Source: an optimization exercise on an open RTL-to-GDS flow (aim: small area and a short achievable clock period). Production flows keep margins and buffers that such runs may drop. RTL that was checked went through simulation tests only; none was proved equivalent to the original. Power and IR drop assume default switching activity.

Design inexact_filter, start of the top module:
module inexact_filter
# (parameter COUNT = 256)  
(input [7:0] Pixel_in,
input  clk,
output [7:0] Median
);
Settings: LEC_CHECK=0, ABC_CLOCK_PERIOD_IN_PS=2000, CAP_MARGIN=20, CORE_MARGIN=2, CORE_UTILIZATION=40, CTS_CLUSTER_DIAMETER=100, CTS_CLUSTER_SIZE=32, SETUP_SLACK_MARGIN=5, SLEW_MARGIN=20; clock period 11.0 ns.
standard.sh (not shown) runs the stock make flow with config.mk's settings and CLKGATE_MAP_FILE= SYNTH_SCRIPT=/design/flow/synth_recipe.tcl, a recipe that flattens the netlist after the stock synthesis.
==> flow/flow/run.sh <==
#!/bin/bash
set -euo pipefail
MARGIN=${MARGIN:-7.5}
bash standard.sh SETUP_SLACK_MARGIN=$MARGIN finish > standard_flow.log 2>&1
Then changed:
--- a/flow/design.v
+++ b/flow/design.v
@@ -139,17 +139,17 @@
     integer li;
     always @(posedge clk) begin
         lb[0] <= Pixel_in;
         for (li = 1; li < 2*COUNT-1; li = li + 1)
             lb[li] <= lb[li-1];
     end
     reg [7:0] T1, Tx, M1, M2, D1, D2, N1, N2;
     reg [63:0] k;
-    reg [7:0] Med_r;
+    reg [7:0] MedA_r, MedB_r;
     wire [7:0] X = Pixel_in;
     wire [63:0] vk = {N2, N1, D2, D1, M2, M1, Tx, T1};
     localparam [7:0] ET1 = 8'd1, ETx = 8'd2, EM1 = 8'd4, EM2 = 8'd8,
                      ED1 = 8'd16, ED2 = 8'd32, EN1 = 8'd64, EN2 = 8'd128;
     wire [7:0] xg, gx;   
     genvar gi;
     generate
         for (gi = 0; gi < 8; gi = gi + 1) begin : gxc
@@ -189,32 +189,34 @@
     wire [2:0] f2D2 = tmed(kk(aK, ED2, k), kk(aK, cK1, k), kk(ED2, cK1, k), kk(ED2, aK, k));
     wire [7:0] R0M1 = val(pick(f0M1, EM1, bK0, cK0), vk);
     wire [7:0] R0M2 = val(pick(f0M2, EM2, bK0, cK0), vk);
     wire [7:0] R1N1 = val(pick(f1N1, aK, bK1, EN1), vk);
     wire [7:0] R1N2 = val(pick(f1N2, aK, bK1, EN2), vk);
     wire [7:0] R2D1 = val(pick(f2D1, aK, ED1, cK1), vk);
     wire [7:0] R2D2 = val(pick(f2D2, aK, ED2, cK1), vk);
     wire c0 = ~p, c1 = p & q, c2 = p & ~q;
-    wire sX    = c0 & aX[0] & f0X[0] | c1 & cX[0] & f1X[2] | c2 & bX[0] & f2X[1];
     wire sbK0  = c0 & aX[0] & f0X[1];
     wire scK0  = c0 & aX[0] & f0X[2];
     wire sR0M1 = c0 & aX[1];
     wire sR0M2 = c0 & aX[2];
     wire saK   = c1 & cX[0] & f1X[0] | c2 & bX[0] & f2X[0];
     wire sbK1  = c1 & cX[0] & f1X[1];
     wire sR1N1 = c1 & cX[1];
     wire sR1N2 = c1 & cX[2];
     wire scK1  = c2 & bX[0] & f2X[2];
     wire sR2D1 = c2 & bX[1];
     wire sR2D2 = c2 & bX[2];
-    wire [7:0] med = {8{sX}} & X | {8{sbK0}} & VbK0 | {8{scK0}} & VcK0
-                   | {8{sR0M1}} & R0M1 | {8{sR0M2}} & R0M2
-                   | {8{saK}} & VaK | {8{sbK1}} & VbK1 | {8{sR1N1}} & R1N1 | {8{sR1N2}} & R1N2
-                   | {8{scK1}} & VcK1 | {8{sR2D1}} & R2D1 | {8{sR2D2}} & R2D2;
+    wire sX0  = c0 & aX[0] & f0X[0];
+    wire sX12 = c1 & cX[0] & f1X[2] | c2 & bX[0] & f2X[1];
+    wire [7:0] medA = {8{sX0}} & X | {8{sbK0}} & VbK0 | {8{scK0}} & VcK0
+                    | {8{sR0M1}} & R0M1 | {8{sR0M2}} & R0M2
+                    | {8{sR1N1}} & R1N1 | {8{sR1N2}} & R1N2;
+    wire [7:0] medB = {8{sX12}} & X | {8{saK}} & VaK | {8{sbK1}} & VbK1
+                    | {8{scK1}} & VcK1 | {8{sR2D1}} & R2D1 | {8{sR2D2}} & R2D2;
     wire [7:0] A = lb[2*COUNT-2];
     wire [7:0] B = lb[COUNT-2];
     wire       s0 = cmp(A, B);
     wire [7:0] T1n = s0 ? B : A;
     wire [7:0] Txn = s0 ? A : B;
     wire [2:0] cmx = p ? 3'b100 : 3'b001;
     wire [2:0] cmd = p ? (q ? 3'b010 : 3'b001) : (r ? 3'b010 : 3'b100);
     wire [2:0] cmn = p ? (q ? 3'b001 : 3'b010) : (r ? 3'b100 : 3'b010);
@@ -278,12 +280,13 @@
         Tx <= Txn;
         M1 <= p ? Tx : X;
         D1 <= p ? (q ? T1 : X) : (r ? T1 : Tx);
         N1 <= p ? (q ? X : T1) : (r ? Tx : T1);
         M2 <= M1;
         D2 <= D1;
         N2 <= N1;
         k  <= kn;
-        Med_r <= med;
+        MedA_r <= medA;
+        MedB_r <= medB;
     end
-    assign Median = Med_r;
-endmodule
+    assign Median = MedA_r | MedB_r;
+endmodule
Result:
- first-iteration DRC count is higher by 9.8%
- synthesized area barely changes
- global-route usage is lower by 0.21 points
- die area hardly moves
- total power is higher by 2.6%
- setup slack gains 0.020 ns
- sequential cell count is higher by 8


== middle ==
inexact_filter, a different RTL version from the one above (not shown whole).
Size: roughly 5,900 cells after synthesis, roughly 17 I/O pins, ~93,000 sq um of cells after synthesis.
Settings: LEC_CHECK=0, ABC_CLOCK_PERIOD_IN_PS=2000, CAP_MARGIN=20, CORE_MARGIN=2, CORE_UTILIZATION=40, CTS_CLUSTER_DIAMETER=100, CTS_CLUSTER_SIZE=32, SETUP_SLACK_MARGIN=5, SLEW_MARGIN=20; clock period 11.0 ns.
==> flow/flow/run.sh <==
#!/bin/bash
# Layout flow: the standard synthesis, then the combinational logic of the
# synthesized netlist is re-mapped by ABC for delay (the flip-flops are kept as
# they are: same instances, names and cells), then the standard layout
# (floorplan to final) with a larger setup margin for ORFS's timing repair.
# The SDC is the design's, unchanged. Each tool's output goes to a log here.
set -euo pipefail
MARGIN=${MARGIN:-7.5}
RES=orfs/results/${FLOW_PLATFORM:-sky130hd}/inexact_filter/base
LIB=$FLOW_HOME/platforms/sky130hd/lib/sky130_fd_sc_hd__tt_025C_1v80.lib
YOSYS=$FLOW_HOME/../tools/install/yosys/bin/yosys
[[ -x $YOSYS ]] || YOSYS=yosys

bash standard.sh SETUP_SLACK_MARGIN=$MARGIN synth > 1_standard_synth.log 2>&1
cp $RES/1_2_yosys.v 1_2_yosys_standard.v

# cells the re-mapping may not use: the platform's don't-use cells, delay
# cells, and slow wide gates
DU=$(grep -o 'cell ("sky130_fd_sc_hd__[a-z0-9_]*")' $LIB | sed 's/cell ("//; s/")//' \
     | grep -E "__(probe|lpflow|clkdly|dlygate|dlymetal|einv|ebuf|or3|or4|nor4|and4|a2111|o2111|a222|a311|o311|a41|o41|a32|o32)" \
     | sed 's/^/-dont_use /' | tr '\n' ' ')
FLOPS=$(grep -o 'sky130_fd_sc_hd__df[a-z0-9_]*' 1_2_yosys_standard.v | sort -u | tr '\n' ' ')
remap() {  # remap ABC_SCRIPT LOG
cat > remap.ys <<EOS
read_liberty -ignore_miss_func $LIB
blackbox $FLOPS
read_verilog 1_2_yosys_standard.v
hierarchy -top $FLOW_TOP
flatten
opt_clean
abc -script +$1 -liberty $LIB $DU -D 100
opt_clean -purge
stat -liberty $LIB
write_verilog -noattr -noexpr 1_2_yosys_remap.v
EOS
$YOSYS -s remap.ys > $2 2>&1
}
# the ABC scripts to try, in order (flow/abc.script first); if none works the
# standard netlist is kept
mapfile -t SCRIPTS < <(cat flow/abc.script; echo; echo 'strash;dc2;dch,-f;map,-D,100;topo;buffer,-c;upsize,-c;dnsize,-c'; echo 'strash;dch;map,-D,100')
i=0
for sc in "${SCRIPTS[@]}"; do
  [[ -n $sc ]] || continue
  i=$((i+1))
  if remap "$sc" 2_remap_yosys_$i.log; then
    cp 1_2_yosys_remap.v $RES/1_2_yosys.v
    break
  fi
done

bash standard.sh SETUP_SLACK_MARGIN=$MARGIN finish > 3_standard_layout.log 2>&1
==> flow/flow/abc.script <==
strash;dch;map,-D,100;topo;buffer,-c;upsize,-c;dnsize,-c
No stage failed in middle, and the final checks on the layout all came back clean.
### middle -> west
diff --git a/flow/design.v b/flow/design.v
--- a/flow/design.v
+++ b/flow/design.v
@@ -131,24 +131,24 @@
         end
     endfunction
     function [7:0] pick;
         input [2:0] s;
         input [7:0] p0, p1, p2;
         pick = ({8{s[0]}} & p0) | ({8{s[1]}} & p1) | ({8{s[2]}} & p2);
     endfunction
-    reg [7:0] lb [0:2*COUNT-3];
+    reg [7:0] lb [0:2*COUNT-2];
     integer li;
     always @(posedge clk) begin
         lb[0] <= Pixel_in;
-        for (li = 1; li < 2*COUNT-2; li = li + 1)
+        for (li = 1; li < 2*COUNT-1; li = li + 1)
             lb[li] <= lb[li-1];
     end
     reg [7:0] T1, Tx, M1, M2, D1, D2, N1, N2;
     reg [63:0] k;
-    reg [7:0] MedA_r, MedB_r;
+    reg [7:0] MedA_n, MedB_n;    
     wire [7:0] X = Pixel_in;
     wire [63:0] vk = {N2, N1, D2, D1, M2, M1, Tx, T1};
     localparam [7:0] ET1 = 8'd1, ETx = 8'd2, EM1 = 8'd4, EM2 = 8'd8,
                      ED1 = 8'd16, ED2 = 8'd32, EN1 = 8'd64, EN2 = 8'd128;
     wire [7:0] xg, gx;   
     genvar gi;
     generate
@@ -220,18 +220,19 @@
     wire sX0  = c0 & aX[0] & f0X[0];
     wire sX12 = c1 & cX[0] & f1X[2] | c2 & bX[0] & f2X[1];
     wire [7:0] medA = {8{sX0}} & X | {8{sbK0}} & VbK0 | {8{scK0}} & VcK0
                     | {8{sR0M1}} & R0M1 | {8{sR0M2}} & R0M2
                     | {8{sR1N1}} & R1N1 | {8{sR1N2}} & R1N2;
     wire [7:0] medB = {8{sX12}} & X | {8{saK}} & VaK | {8{sbK1}} & VbK1
                     | {8{scK1}} & VcK1 | {8{sR2D1}} & R2D1 | {8{sR2D2}} & R2D2;
-    wire [7:0] A = lb[2*COUNT-3];
-    wire [7:0] B = lb[COUNT-3];
+    wire [7:0] A = lb[2*COUNT-2];
+    wire [7:0] B = lb[COUNT-2];
     wire       s0 = cmp(A, B);
-    reg  [7:0] T1n, Txn;
+    wire [7:0] T1n = s0 ? B : A;
+    wire [7:0] Txn = s0 ? A : B;
     wire [2:0] cmx = p ? 3'b100 : 3'b001;
     wire [2:0] cmd = p ? (q ? 3'b010 : 3'b001) : (r ? 3'b010 : 3'b100);
     wire [2:0] cmn = p ? (q ? 3'b001 : 3'b010) : (r ? 3'b100 : 3'b010);
     wire [63:0] vn = {Txn, T1n, N1, D1, M1, Tx, T1, X};
     wire [63:0] cn;
     genvar ga, gb;
     generate
@@ -283,24 +284,22 @@
                 end else begin : gc
                     assign kn[8*gu+gw] = nc(nsel[gu], nsel[gw], cn);
                 end
             end
         end
     endgenerate
     always @(posedge clk) begin
-        T1n <= s0 ? B : A;
-        Txn <= s0 ? A : B;
         T1 <= T1n;
         Tx <= Txn;
         M1 <= p ? Tx : X;
         D1 <= p ? (q ? T1 : X) : (r ? T1 : Tx);
         N1 <= p ? (q ? X : T1) : (r ? Tx : T1);
         M2 <= M1;
         D2 <= D1;
         N2 <= N1;
         k  <= kn;
         s2 <= stage2(kn);
-        MedA_r <= medA;
-        MedB_r <= medB;
+        MedA_n <= ~medA;
+        MedB_n <= ~medB;
     end
-    assign Median = MedA_r | MedB_r;
+    assign Median = ~(MedA_n & MedB_n);
 endmodule
Findings:
- west vs. middle: met1 track demand over resource now smaller; global-route wire length before repair now smaller; number of inserted diodes now smaller; number of clock-tree buffers in the layout now smaller; post-detailed-routing wire length now smaller.
- | maximum resistive drop on vdd | higher: middle |
- Between middle and west, the final instance area figures differ only marginally.
- Relative to middle, met1 layer wirelength in the final routing has gone down in west.
- Min switching share of power across middle and west: west
- The total via count after detailed routing on west is in line with that on middle.
- Shortest clock period the worst path allows after layout (west over middle): decrease, 0.053 ns
- [compare] base=middle new=west: number of signal-net buffers in the layout went up 30; count of multi-input gates went down 83.
No run of this note included a check of the RTL's function; only the layout flow was run.


== before ==
inexact_filter, a different RTL version from the one above (not shown whole).
Size in the first run: ~5600 cells after synthesis, ~4200 flip-flops, ~17 I/O pins, ~0.093 mm2 of cells after synthesis.
export LEC_CHECK = 0
export ABC_CLOCK_PERIOD_IN_PS = 2000
export CAP_MARGIN = 20
export CORE_MARGIN = 2
export CORE_UTILIZATION = 40
export SETUP_SLACK_MARGIN = 5
export SLEW_MARGIN = 20
create_clock -name core_clock -period 11.0 [get_ports {clk}]
==> flow/flow/run.sh <==
#!/bin/bash
set -euo pipefail
MARGIN=${MARGIN:-7.5}
bash standard.sh SETUP_SLACK_MARGIN=$MARGIN finish > standard_flow.log 2>&1
diff inputs: before => after
diff --git a/flow/design.v b/flow/design.v
--- a/flow/design.v
+++ b/flow/design.v
@@ -165,30 +165,33 @@
     wire [7:0] aK  = pick(tmin(k[8*Tx_+M1_], k[8*Tx_+M2_], k[8*M1_+M2_], k[8*M1_+Tx_]), ETx, EM1, EM2);
     wire [7:0] bK1 = pick(tmed(k[8*T1_+D1_], k[8*T1_+D2_], k[8*D1_+D2_], k[8*D1_+T1_]), ET1, ED1, ED2);
     wire [7:0] cK1 = pick(tmax(k[8*T1_+N1_], k[8*T1_+N2_], k[8*N1_+N2_], k[8*N1_+T1_]), ET1, EN1, EN2);
     wire [7:0] bK0 = pick(tmed(kk(md0, ED1, k), kk(md0, ED2, k), k[8*D1_+D2_], kk(ED1, md0, k)), md0, ED1, ED2);
     wire [7:0] cK0 = pick(tmax(kk(mn0, EN1, k), kk(mn0, EN2, k), k[8*N1_+N2_], kk(EN1, mn0, k)), mn0, EN1, EN2);
     wire [2:0] aX = tmin(xg[M1_], xg[M2_], k[8*M1_+M2_], gx[M1_]);
     wire [2:0] bX = tmed(xg[D1_], xg[D2_], k[8*D1_+D2_], gx[D1_]);
     wire [2:0] cX = tmax(xg[N1_], xg[N2_], k[8*N1_+N2_], gx[N1_]);
-    wire [2:0] f0X  = tmed(kx(bK0, xg), kx(cK0, xg), kk(bK0, cK0, k), kx(bK0, gx));
-    wire [2:0] f0M1 = tmed(kk(EM1, bK0, k), kk(EM1, cK0, k), kk(bK0, cK0, k), kk(bK0, EM1, k));
-    wire [2:0] f0M2 = tmed(kk(EM2, bK0, k), kk(EM2, cK0, k), kk(bK0, cK0, k), kk(bK0, EM2, k));
-    wire [2:0] f1X  = tmed(kk(aK, bK1, k), kx(aK, gx), kx(bK1, gx), kk(bK1, aK, k));
-    wire [2:0] f1N1 = tmed(kk(aK, bK1, k), kk(aK, EN1, k), kk(bK1, EN1, k), kk(bK1, aK, k));
-    wire [2:0] f1N2 = tmed(kk(aK, bK1, k), kk(aK, EN2, k), kk(bK1, EN2, k), kk(bK1, aK, k));
-    wire [2:0] f2X  = tmed(kx(aK, gx), kk(aK, cK1, k), kx(cK1, xg), kx(aK, xg));
-    wire [2:0] f2D1 = tmed(kk(aK, ED1, k), kk(aK, cK1, k), kk(ED1, cK1, k), kk(ED1, aK, k));
-    wire [2:0] f2D2 = tmed(kk(aK, ED2, k), kk(aK, cK1, k), kk(ED2, cK1, k), kk(ED2, aK, k));
     wire [7:0] VaK  = val(aK, vk);
     wire [7:0] VbK0 = val(bK0, vk);
     wire [7:0] VcK0 = val(cK0, vk);
     wire [7:0] VbK1 = val(bK1, vk);
     wire [7:0] VcK1 = val(cK1, vk);
+    wire xbK0 = cmp(X, VbK0), bK0x = cmp(VbK0, X), xcK0 = cmp(X, VcK0);
+    wire aKx  = cmp(VaK, X),  xaK  = cmp(X, VaK);
+    wire bK1x = cmp(VbK1, X), xcK1 = cmp(X, VcK1);
+    wire [2:0] f0X  = tmed(xbK0, xcK0, kk(bK0, cK0, k), bK0x);
+    wire [2:0] f0M1 = tmed(kk(EM1, bK0, k), kk(EM1, cK0, k), kk(bK0, cK0, k), kk(bK0, EM1, k));
+    wire [2:0] f0M2 = tmed(kk(EM2, bK0, k), kk(EM2, cK0, k), kk(bK0, cK0, k), kk(bK0, EM2, k));
+    wire [2:0] f1X  = tmed(kk(aK, bK1, k), aKx, bK1x, kk(bK1, aK, k));
+    wire [2:0] f1N1 = tmed(kk(aK, bK1, k), kk(aK, EN1, k), kk(bK1, EN1, k), kk(bK1, aK, k));
+    wire [2:0] f1N2 = tmed(kk(aK, bK1, k), kk(aK, EN2, k), kk(bK1, EN2, k), kk(bK1, aK, k));
+    wire [2:0] f2X  = tmed(aKx, kk(aK, cK1, k), xcK1, xaK);
+    wire [2:0] f2D1 = tmed(kk(aK, ED1, k), kk(aK, cK1, k), kk(ED1, cK1, k), kk(ED1, aK, k));
+    wire [2:0] f2D2 = tmed(kk(aK, ED2, k), kk(aK, cK1, k), kk(ED2, cK1, k), kk(ED2, aK, k));
     wire [7:0] R0M1 = val(pick(f0M1, EM1, bK0, cK0), vk);
     wire [7:0] R0M2 = val(pick(f0M2, EM2, bK0, cK0), vk);
     wire [7:0] R1N1 = val(pick(f1N1, aK, bK1, EN1), vk);
     wire [7:0] R1N2 = val(pick(f1N2, aK, bK1, EN2), vk);
     wire [7:0] R2D1 = val(pick(f2D1, aK, ED1, cK1), vk);
     wire [7:0] R2D2 = val(pick(f2D2, aK, ED2, cK1), vk);
     wire c0 = ~p, c1 = p & q, c2 = p & ~q;
     wire sX    = c0 & aX[0] & f0X[0] | c1 & cX[0] & f1X[2] | c2 & bX[0] & f2X[1];
[summary]
Sort after and before by number of antenna cells inserted, ascending, and after comes first. Count of buffers not belonging to the clock network in the layout (lower): before. Launching instance or port of the critical path: cn[10]$_DFF_P_ -> after, Pixel_in[0] -> before. Of the two candidates, before has the better worst hold slack and after the worse one. Taking before as the reference point, the final cell count of after rises by 1.2%. Part of the total power dissipated in combinational logic: after lower than before. The clock power was comparable across after and before. Compared with before, in after setup slack +0.48 ns, placed instance area ~0 delta, post-synthesis adder-cell area fraction ~0 delta. Row total wirelength of the detailed-routed design: after higher / before lower. Comparing after with before, the proportion of cell area occupied by multi-input gates came out essentially unchanged. Synthesized cell count, after vs before: up slightly. First-iteration DRC count is higher on before.
For before, only the layout was checked, not whether the RTL still works.

==> port drivers added, routing unchanged <==
Ports are ideal in the flow. The routed layouts listed here were re-timed in OpenROAD.
Step 1 sets driving cells, clkbuf_16 on the clock port and buf_2 on the other inputs (assumed; they add their load-dependent delay and slew).
Step 2 moves the port delays by t, midway between the first and last clock arrival at a register: inputs arrive t later, outputs are due t later. That takes back most of the time a late clock gives input paths.
Slacks: ideal ports / drivers / drivers and shift; pairs: ideal ports / drivers.
run | shift t [ns] | setup slack, ns | worst setup path at the end | worst data-port slew with drivers (ns)
the first run of note 1 | 0.936 | 6.590 / 6.643 / 5.707 | input to register | 0.06
the second run of note 1 | 0.908 | 6.609 / 6.628 / 5.719 | input to register | 0.08
middle | 0.907 | 7.226 / 7.146 / 6.549 | input to register | 0.07
west | 0.901 | 7.279 / 7.295 / 6.394 | input to register | 0.07
before | 0.987 | 6.305 / 6.317 / 5.348 | input to register | 0.11
after | 1.036 | 6.784 / 6.784 / 5.785 | input to register | 0.06
After both steps every run listed still meets setup and hold. For after, which loses most, drivers alone change the setup slack by 0.000 ns; drivers and shift together by -0.999 ns.
